Context: an optimization exercise on an open-source flow, tuned for small area and a short achievable clock period. The choices shown serve that exercise and are no tape-out recipe.
In this exercise RTL edits were held to simulation tests only and were not proved equivalent to the original.
No activity file was given, so power comes from the tool's default toggle rates.

Design FLP_multiplier_4, start of the top module:
module FLP_multiplier_4(
    input [31:0] A,
    input [31:0] B,
    input rst,
    input clk,
    output [31:0] result
);
Size: ~2700 cells after synthesis, ~230 flip-flops, roughly 98 I/O pins, roughly 22000 µm² of cells after synthesis.
Settings: LEC_CHECK=0, CAP_MARGIN=20, CORE_MARGIN=2, CORE_UTILIZATION=40, CTS_BUF_LIST=sky130_fd_sc_hd__clkbuf_4 sky130_fd_sc_hd__clkbuf_8, SETUP_SLACK_MARGIN=3.5, SLEW_MARGIN=20; clock period 7.0 ns.
standard.sh (not shown) runs the stock make flow with config.mk's settings and CLKGATE_MAP_FILE= SYNTH_SCRIPT=/design/flow/synth_recipe.tcl, a recipe that flattens the netlist after the stock synthesis.
==> flow/flow/run.sh <==
#!/bin/bash
set -o pipefail
bash standard.sh ADDER_MAP_FILE= "BUFFER_PORTS_ARGS=-buffer_cell sky130_fd_sc_hd__buf_2" finish > flow_make.log 2>&1
The starting point finished clean.
Edit:
==> flow/flow/run.sh (replaced) <==
#!/bin/bash
set -o pipefail
bash standard.sh ADDER_MAP_FILE= SYNTH_ARGS=-noabc "BUFFER_PORTS_ARGS=-buffer_cell sky130_fd_sc_hd__buf_2" finish > flow_make.log 2>&1
What happened:
- clock power barely changes
- flip-flop and latch count does not change
- sequential share of layout area went up by 0.38 points
- setup slack is worse by 0.071 ns
- wire length went down by 3.6%
- register-to-register slack is worse by 0.11 ns
Edit:
==> flow/flow/run.sh (replaced) <==
#!/bin/bash
set -o pipefail
bash standard.sh SYNTH_ARGS=-noabc "BUFFER_PORTS_ARGS=-buffer_cell sky130_fd_sc_hd__buf_2" finish > flow_make.log 2>&1
Fmax drops by 4.8%.
Global-route usage is lower by 1.6 points.
Routed wire length fell by 12%.
Total power falls by 2.0%.
Worst setup slack loses 0.17 ns.
Area after synthesis went down by 5.3%.
Die area shrinks by 5.2%.
Clock power decreases by about 5%.
Via count fell by 16%.
Utilization is higher by 1.6 points.

== run 1 ==
FLP_multiplier_4, a different RTL version from the one above (not shown whole).
Size in the first run: roughly 2700 cells after synthesis, roughly 210 flip-flops, roughly 98 I/O pins, ~21000 um^2 of cells after synthesis.
// FLP_multiplier_4
module FLP_multiplier_4(
    input [31:0] A,
    input [31:0] B,
    input rst,
    input clk,
    output [31:0] result
);
==> flow/config.mk <==
export PLATFORM = sky130hd
export DESIGN_NAME = FLP_multiplier_4
export DESIGN_NICKNAME = FLP_multiplier_4
export VERILOG_FILES = /design/flow/design.v
export SDC_FILE = /design/flow/constraint.sdc
export NUM_CORES = 4
export LEC_CHECK = 0
export CAP_MARGIN = 20
export CORE_MARGIN = 2
export CORE_UTILIZATION = 40
export CTS_BUF_LIST = sky130_fd_sc_hd__clkbuf_4 sky130_fd_sc_hd__clkbuf_8
export SETUP_SLACK_MARGIN = 3.85
export SLEW_MARGIN = 20
==> flow/constraint.sdc <==
create_clock -name core_clock -period 7.0 [get_ports {clk}]
set_input_delay 1.4000 -clock core_clock [delete_from_list [all_inputs] [get_ports {clk}]]
set_output_delay 1.4000 -clock core_clock [all_outputs]
set_load 0.01 [all_outputs]
==> flow/flow/run.sh <==
#!/bin/bash
set -o pipefail
bash standard.sh ADDER_MAP_FILE= SYNTH_ARGS=-noabc "BUFFER_PORTS_ARGS=-buffer_cell sky130_fd_sc_hd__buf_2" finish > flow_make.log 2>&1
Run 1: no failed stages, no open violations at the end
The following lists how run 2 was set up differently from run 1:
- swapping 3.85 for 3.5 in SETUP_SLACK_MARGIN
==> flow/flow/run.sh <==
#!/bin/bash
set -o pipefail
bash standard.sh ADDER_MAP_FILE= "BUFFER_PORTS_ARGS=-buffer_cell sky130_fd_sc_hd__buf_2" finish > flow_make.log 2>&1
[summary]
- Summary of the comparison: final critical-path setup slack is lower in run 2, relative to run 1.
- Clock tree buffer count of the final layout of run 2 falls short of that of run 1 by more than 10%.
- Run 2: multi-input combinational cell area about 5% below run 1
- Relative to run 1, the ratio of final minimum period to clock period of run 2 is higher by 3.5 points.
- Looking at last element of the critical path, the r3[14] result is from run 1; the c2 one comes from run 2.
- In terms of average cell area after synthesis, run 2 and run 1 differ only marginally.
- Multi-input gate share of total cell area came out higher on run 2 than on run 1.
- When run 2 is measured against run 1, its sequential group share of total power turns out 1.2 points higher.
- Taking run 2 over run 1, the fmax ratio works out to 0.929.
- Re post-route cell area: run 1 was higher than run 2.
- Looking at top routing layer in use, the met5 result is from run 1; the met4 one comes from run 2.
What run 3 does differently from run 2 at the input level:
- swapping 3.5 for 3.75 in SETUP_SLACK_MARGIN
==> flow/flow/run.sh <==
#!/bin/bash
set -o pipefail
bash standard.sh ADDER_MAP_FILE= SYNTH_ARGS=-noabc "BUFFER_PORTS_ARGS=-buffer_cell sky130_fd_sc_hd__buf_2" finish > flow_make.log 2>&1
--- outcome ---
Destination of the critical timing path: c2 -> run 2, r3[27] -> run 3
Run 3 against run 2; count of cell types in the netlist is up by a few percent.
Half-perimeter wire length after placement, run 3 vs run 2: down by a few percent
Between run 2 and run 3, the area of the mapped netlist does not differ in any meaningful way.
Compared to run 2, the routing of run 3 uses less wire.
Final non-filler cell area of run 3 exceeds that of run 2 by a few percent.
Run 3 vs run 2: final layout net count up slightly
Comparing run 3 and run 2, global-route wire length before repair is lower on run 3.
Sort run 3 and run 2 by delay contributed by the slowest stage of the critical path, ascending, and run 3 comes first.
Compared with run 2, run 3 shows via count of the first global-routing pass that has gone down slightly.
Run 3 and run 2 ended up with roughly the same die area.
Input-level comparison between run 4 and run 3:
- SETUP_SLACK_MARGIN changed from 3.75 to 3.5
--- outcome ---
Run 4 | status: complete | timing, DRC, antenna: pass
Summary of the comparison: part of the power in combinational logic is lower in run 4, relative to run 3.
Compared run 4 vs run 3, and internal power is down in run 4.
Sequential share of layout area up 0.44 points in run 4 wrt run 3
Run 4 against run 3; global-route wire length before repair is down by a few percent.
Looking at cell area across both flows, run 4 is the stronger of the two, with run 3 trailing.
Capturing element of the worst setup path = r3[27]: run 3; capturing element of the worst setup path = z2[29]: run 4
From run 3 to run 4 the numbers moved as follows: number of buffers other than clock buffers in the final layout lost about 8%; final core area utilization lost 1.3 points; longest individual stage delay on the worst path picked up an extra 0.02 ns.

==> port drivers added, routing unchanged <==
How much do the figures lean on ideal ports? The routed layouts below were timed once more, with nothing changed but the port constraints. Step 1 assumes that a clkbuf_16 drives the clock port and a buf_2 every other input. Step 2 also shifts input and output timing later by t, the mid clock arrival at the registers, as if the neighbouring blocks saw the same clock. a / b / c = ideal / step 1 / step 2; a / b = the first two.
run	t, ns	setup slack, ns	slew at the worst register clock pin (ns)	worst data-port slew with drivers (ns)
the first run of note 1	0.672	3.644 / 3.584 / 3.062	0.08 / 0.08	0.06
the second run of note 1	0.641	3.573 / 3.559 / 3.167	0.07 / 0.07	0.05
the third run of note 1	0.659	3.401 / 3.401 / 3.075	0.07 / 0.07	0.04
run 1	0.651	3.833 / 3.833 / 3.212	0.08 / 0.08	0.06
run 2	0.646	3.590 / 3.590 / 3.300	0.07 / 0.07	0.03
run 3	0.623	3.810 / 3.810 / 3.264	0.06 / 0.06	0.07
run 4	0.635	3.673 / 3.673 / 3.101	0.08 / 0.08	0.06
After both steps setup and hold are still met in every run listed. The setup slack of run 1, which loses most, moves by 0.000 ns with the drivers and by -0.621 ns with both steps.
